Background: an optimization exercise with open tools, aiming at small area and a short achievable clock period. Do not read the settings as production practice.
The RTL was checked by simulation tests, not by an equivalence proof against the original design.

<file path="flow/design.v">
module mult_stage(clock,
                  reset,
                  enable,
                  product_in,
                  mplier_in,
                  mcand_in,
                  ROB_num_in,
                  PRN_num_in,
                  start,
                  product_out,
                  mplier_out,
                  mcand_out,
                  ROB_num_out,
                  PRN_num_out,
                  done);
  input         clock,  reset,  start,  enable;
  input [63:0]  product_in, mplier_in, mcand_in;
  input  [5:0]  ROB_num_in;
  input  [6:0]  PRN_num_in;
  output        done;
  output [63:0] product_out, mplier_out, mcand_out;
  output  [5:0] ROB_num_out;
  output  [6:0] PRN_num_out;
  reg  [63:0]   prod_in_reg, partial_prod_reg;
  wire [63:0]   partial_product, next_mplier, next_mcand;
  wire  [5:0]   next_ROB_num;
  wire  [6:0]   next_PRN_num;
  reg [63:0]    mplier_out, mcand_out;
  reg  [5:0]    ROB_num_out;
  reg  [6:0]    PRN_num_out;
  reg done;
  assign product_out = prod_in_reg + partial_prod_reg;
  assign partial_product = mplier_in[15:0] * mcand_in;
  assign next_mplier = {16'b0,mplier_in[63:16]};
  assign next_mcand = {mcand_in[47:0],16'b0};
  assign next_ROB_num = ROB_num_in;
  assign next_PRN_num = PRN_num_in;
  always @(posedge clock)
  begin
    if(enable)
    begin
    prod_in_reg      <= product_in;
    partial_prod_reg <= partial_product;
    mplier_out       <= next_mplier;
    mcand_out        <= next_mcand;
    ROB_num_out      <= next_ROB_num;
    PRN_num_out      <= next_PRN_num;
    end
  end
  always @(posedge clock)
  begin
    if(reset)
      done <= 1'b0;
    else if(enable)
      done <= start;
  end
endmodule
module mult(clock,
           reset,
           enable,
           mplier,
           mcand,
           ROB_num_in,
           dest_PRN_in,
           start,
           product,
           ROB_num_out,
           dest_PRN_out,
           done);
  input         clock, reset, start, enable;
  input  [63:0] mcand, mplier;
  input   [5:0] ROB_num_in;
  input   [6:0] dest_PRN_in;
  output [63:0] product;
  output  [5:0] ROB_num_out;
  output  [6:0] dest_PRN_out;
  output        done;
  wire   [63:0] mcand_out, mplier_out;
  wire [(3*64)-1:0] internal_products, internal_mcands, internal_mpliers;
  wire  [(3*6)-1:0] internal_ROB_num;
  wire  [(3*7)-1:0] internal_PRN_num;
  wire        [2:0] internal_dones;
  mult_stage mstage [3:0](.enable(enable),
                          .clock(clock),
                          .reset(reset),
                          .product_in({internal_products,64'h0}),
                          .mplier_in({internal_mpliers,mplier}),
                          .mcand_in({internal_mcands,mcand}),
                          .ROB_num_in({internal_ROB_num,ROB_num_in}),
                          .PRN_num_in({internal_PRN_num,dest_PRN_in}),
                          .start({internal_dones,start}),
                          .product_out({product,internal_products}),
                          .mplier_out({mplier_out,internal_mpliers}),
                          .mcand_out({mcand_out,internal_mcands}),
                          .ROB_num_out({ROB_num_out,internal_ROB_num}),
                          .PRN_num_out({dest_PRN_out,internal_PRN_num}),
                          .done({done,internal_dones}));
endmodule
</file>
<file path="flow/run.sh">
#!/bin/bash
# synth_recipe.tcl (not shown) runs the flow's synth.tcl, then flattens the netlist and writes it again
# the make line also repeats each setting of config.mk as NAME=value (left out here)
make -C /OpenROAD-flow-scripts/flow DESIGN_CONFIG=/design/flow/config.mk WORK_HOME=/design/flow/orfs CLKGATE_MAP_FILE= SYNTH_SCRIPT=/design/flow/synth_recipe.tcl finish
</file>
<file path="flow/config.mk">
export PLATFORM = sky130hd
export DESIGN_NAME = mult
export DESIGN_NICKNAME = mult
export VERILOG_FILES = /design/flow/design.v
export SDC_FILE = /design/flow/constraint.sdc
export NUM_CORES = 4
export LEC_CHECK = 0
export CAP_MARGIN = 20
export CORE_MARGIN = 2
export CORE_UTILIZATION = 40
export SLEW_MARGIN = 20
</file>
<file path="flow/constraint.sdc">
create_clock -name core_clock -period 8.0 [get_ports {clock}]
set_input_delay 1.6000 -clock core_clock [delete_from_list [all_inputs] [get_ports {clock}]]
set_output_delay 1.6000 -clock core_clock [all_outputs]
set_load 0.01 [all_outputs]
</file>
==> flow_summary.json <==
{
  "postRouteAntennaNets": 0,
  "syn_to_final_growth_pct": 12.6,
  "core_sq_um": 208000,
  "synth_fp_nets": 10700,
  "cts.sinks": 600,
  "synth-compound-area-share_pct": 5.17,
  "synthAdderAreaFrac_pct": 45.6,
  "layout-drive-gt1-share_pct": 7.33,
  "synth-simple-area-share_pct": 14.0,
  "ys_seq_elements": 600,
  "synth_common_cells": "inv_1, fa_1, nand2_1",
  "cp_max_fo": 7,
  "die_h_um": 462,
  "wl_um": 221000,
  "grt_start_max_net_pins": 151,
  "syn_area_sq_um": 83800,
  "gr-total-overflow": 0,
  "track_usage_pct": 21.3,
  "drv_slew": 0,
  "cts_root_buf": "clkbuf_16",
  "tightest_slew_ns": 1.12,
  "placement_rows": 167,
  "min_period_over_period_pct": 97.6,
  "max_freq_mhz": 128,
  "crit_arrival_ns": 8.24,
  "setup_ws_ns": 0.188,
  "skew_ns": 0.0348,
  "fin_nets": 11000,
  "grt_pass1_wl_um": 355000,
  "synth_top_area_share_pct": 39.8,
  "fin_crit_ns": 7.81,
  "place.gp.congestion": 0.905,
  "antenna_found_initial": 5,
  "synth_cell_types": 78,
  "synthMuxAreaShare_pct": 0.0717,
  "numCtsBuffers": 81,
  "setup-violations-final": 0,
  "min_path_type": "reg2reg",
  "routedWlPerCell_um": 18.9,
  "htreeDepth": 3,
  "n_fill_cell": 19800,
  "vias": 58600,
  "start_kind": "primary input",
  "pre_cts_ws_ns": -0.842,
  "synthXorXnorAreaFrac_pct": 3.32,
  "hold_violations": 0,
  "cts_tree": "done",
  "endpoint_kind": "flop",
  "drt_iter0_markers": 3984,
  "first_pass_iters": 5,
  "synthArstFlopShare_pct": 0,
  "status": "complete, no violations",
  "grt_pass1_vias": 63900,
  "worstSkewPairLatency_ns": 0.71,
  "syn_area_per_cell_sq_um": 9.88,
  "dieArea_sq_um": 213000,
  "viasPerCell": 5.01,
  "io_pins": 223,
  "chipWidth_um": 462,
  "clkTransAtPathRegs_ns": 0.06,
  "hpwl_um": 179000,
  "slew_headroom_pct": 25.0,
  "synth_top_family_by_area": "adder cells",
  "synth_top_cell_by_area": "fa_1",
  "ys_seq_area_share_pct": 21.5,
  "ys.warnings.count": 1,
  "start_util_pct": 40.3,
  "cap_violations": 0,
  "regArea_sq_um": 18000,
  "holdBufCountCts": 0,
  "reg2reg_slack_ns": 0.43,
  "crit_required_ns": 8.43,
  "largest_reg_flops": 192,
  "synth_edf_count": 596,
  "critical_path_class": "in2reg",
  "drcViolationCount": 0,
  "ys.flop_type": "edfxtp_1",
  "synth.most_common_cell": "inv_1",
  "synth_cells": 8482,
  "ys_top_cells_by_area": "fa_1, edfxtp_1, inv_1",
  "port-buffer-count": 222,
  "clockBufferDepth": 3,
  "multi_input_area_sq_um": 57300
}
-- critical path, cell delays in order --
cell and delay, ns:
clkdlybuf4s50_1 0.69, nand2_1 0.14, fa_1 0.53, fa_1 0.54
fa_1 0.63, inv_1 0.09, fa_1 0.50, fa_1 0.49
inv_1 0.05, fa_1 0.47, inv_1 0.05, ha_1 0.33
a21oi_1 0.11, o22ai_1 0.16, o21ai_0 0.15, a21oi_1 0.15
o21ai_1 0.19, o21ai_2 0.31, a21oi_1 0.13, buf_4 0.16
o41ai_2 0.41, a21boi_0 0.18, xnor2_1 0.16
-- final cells by class --
type / count / area share [%]
clock buffers: 94 / 2.24
diodes: 1 / 0.00265
repair buffers: 679 / 6.42
clock inverters: 55 / 0.521
flip-flops and latches: 600 / 19.0
well taps: 2788 / 3.70
inverters: 1857 / 7.39
multi-input cells: 5607 / 60.7
-- repair_timing --
item                                    4_1_cts  5_1_grt
pin swaps                                     0       14
endpoints found under the setup margin        7       20
cloned                                        0        0
resized for setup                             3       47
endpoints found under the hold margin         0        0
setup buffers                                 0        2
-- cell usage in the layout (no fill, tap or decap), types with 70 or more instances in the layout --
cell | Yosys | final
buf_4 | 48 | 419
xor2_1 | 70 | 70
clkdlybuf4s50_1 | 0 | 196
ha_1 | 385 | 379
nor2_1 | 151 | 150
nand2_1 | 1560 | 1558
fa_1 | 1667 | 1661
a21oi_1 | 202 | 200
edfxtp_1 | 596 | 596
xnor2_1 | 248 | 248
inv_1 | 1857 | 1857
o21ai_0 | 122 | 119
clkbuf_16 | 0 | 83
and2_1 | 646 | 646
a21o_1 | 89 | 89
-- cells by family (layout without fill, tap and decap cells) --
group,after synthesis,in the layout
simple gates,2566,2566
flops,600,600
fa+ha+maj,2052,2052
mux,6,6
compound gates,665,665
buf+inv,2275,2685
other cells,0,1
xor+xnor,318,318
-- stage by stage --
stage	hold slack, ns	setup TNS (ns)	utilization [%]	std cells	cell area [sq um]
4_1_cts	0.372	0	45.3	11700	94100
3_5_place_dp	0.405	-15.42	44.1	11500	91500
3_3_place_gp	0.401	-13.41	44.1	11500	91500
5_1_grt	0.383	-0.0121	45.4	11700	94400
6_report	0.386	0	45.4	11700	94400
2_1_floorplan	0.400	0	-	8482	83800
-- per-layer routing --
metal  global-route usage (%)  share of wire [%]
met5                        0              0.017
met4                     6.89                3.4
met3                     2.93                6.4
met2                     35.0                 47
met1                     29.2                 43
-- worst paths after layout --
path | from | endpoint | cells past startpoint
max | mcand[25] | mstage[0].partial_prod_reg[59] | 23
min | mstage[0].partial_prod_reg[46] | mstage[1].prod_in_reg[46] | 0
max reg2reg | mstage[0].mplier_out[7] | mstage[1].partial_prod_reg[62] | 23
min reg2reg | mstage[0].partial_prod_reg[46] | mstage[1].prod_in_reg[46] | 0

==> what the ideal ports hide <==
How much do the figures lean on ideal ports? The routed layout below was timed once more, with nothing changed but the port constraints.
Step 1 sets driving cells, clkbuf_16 on the clock port and buf_2 on the other inputs (assumed; they add their load-dependent delay and slew).
Step 2 adds t to the input delays and takes it off the output delays; t is the mean of the earliest and latest rising clock arrival at the registers after step 1. Input paths then give back, and output paths get back, about the clock's delay inside the block.
Three values: ideal ports, drivers, drivers and shift; two values: the first two.
shift t [ns]: 0.783
setup slack, ns: 0.188 / 0.240 / -0.543
worst register clock-pin slew, ns: 0.07 / 0.07
worst data-port slew with drivers (ns): 0.11
With both steps, setup timing fails in this run, where it was met with ideal ports. For this run, drivers alone change the setup slack by +0.052 ns; drivers and shift together by -0.731 ns.
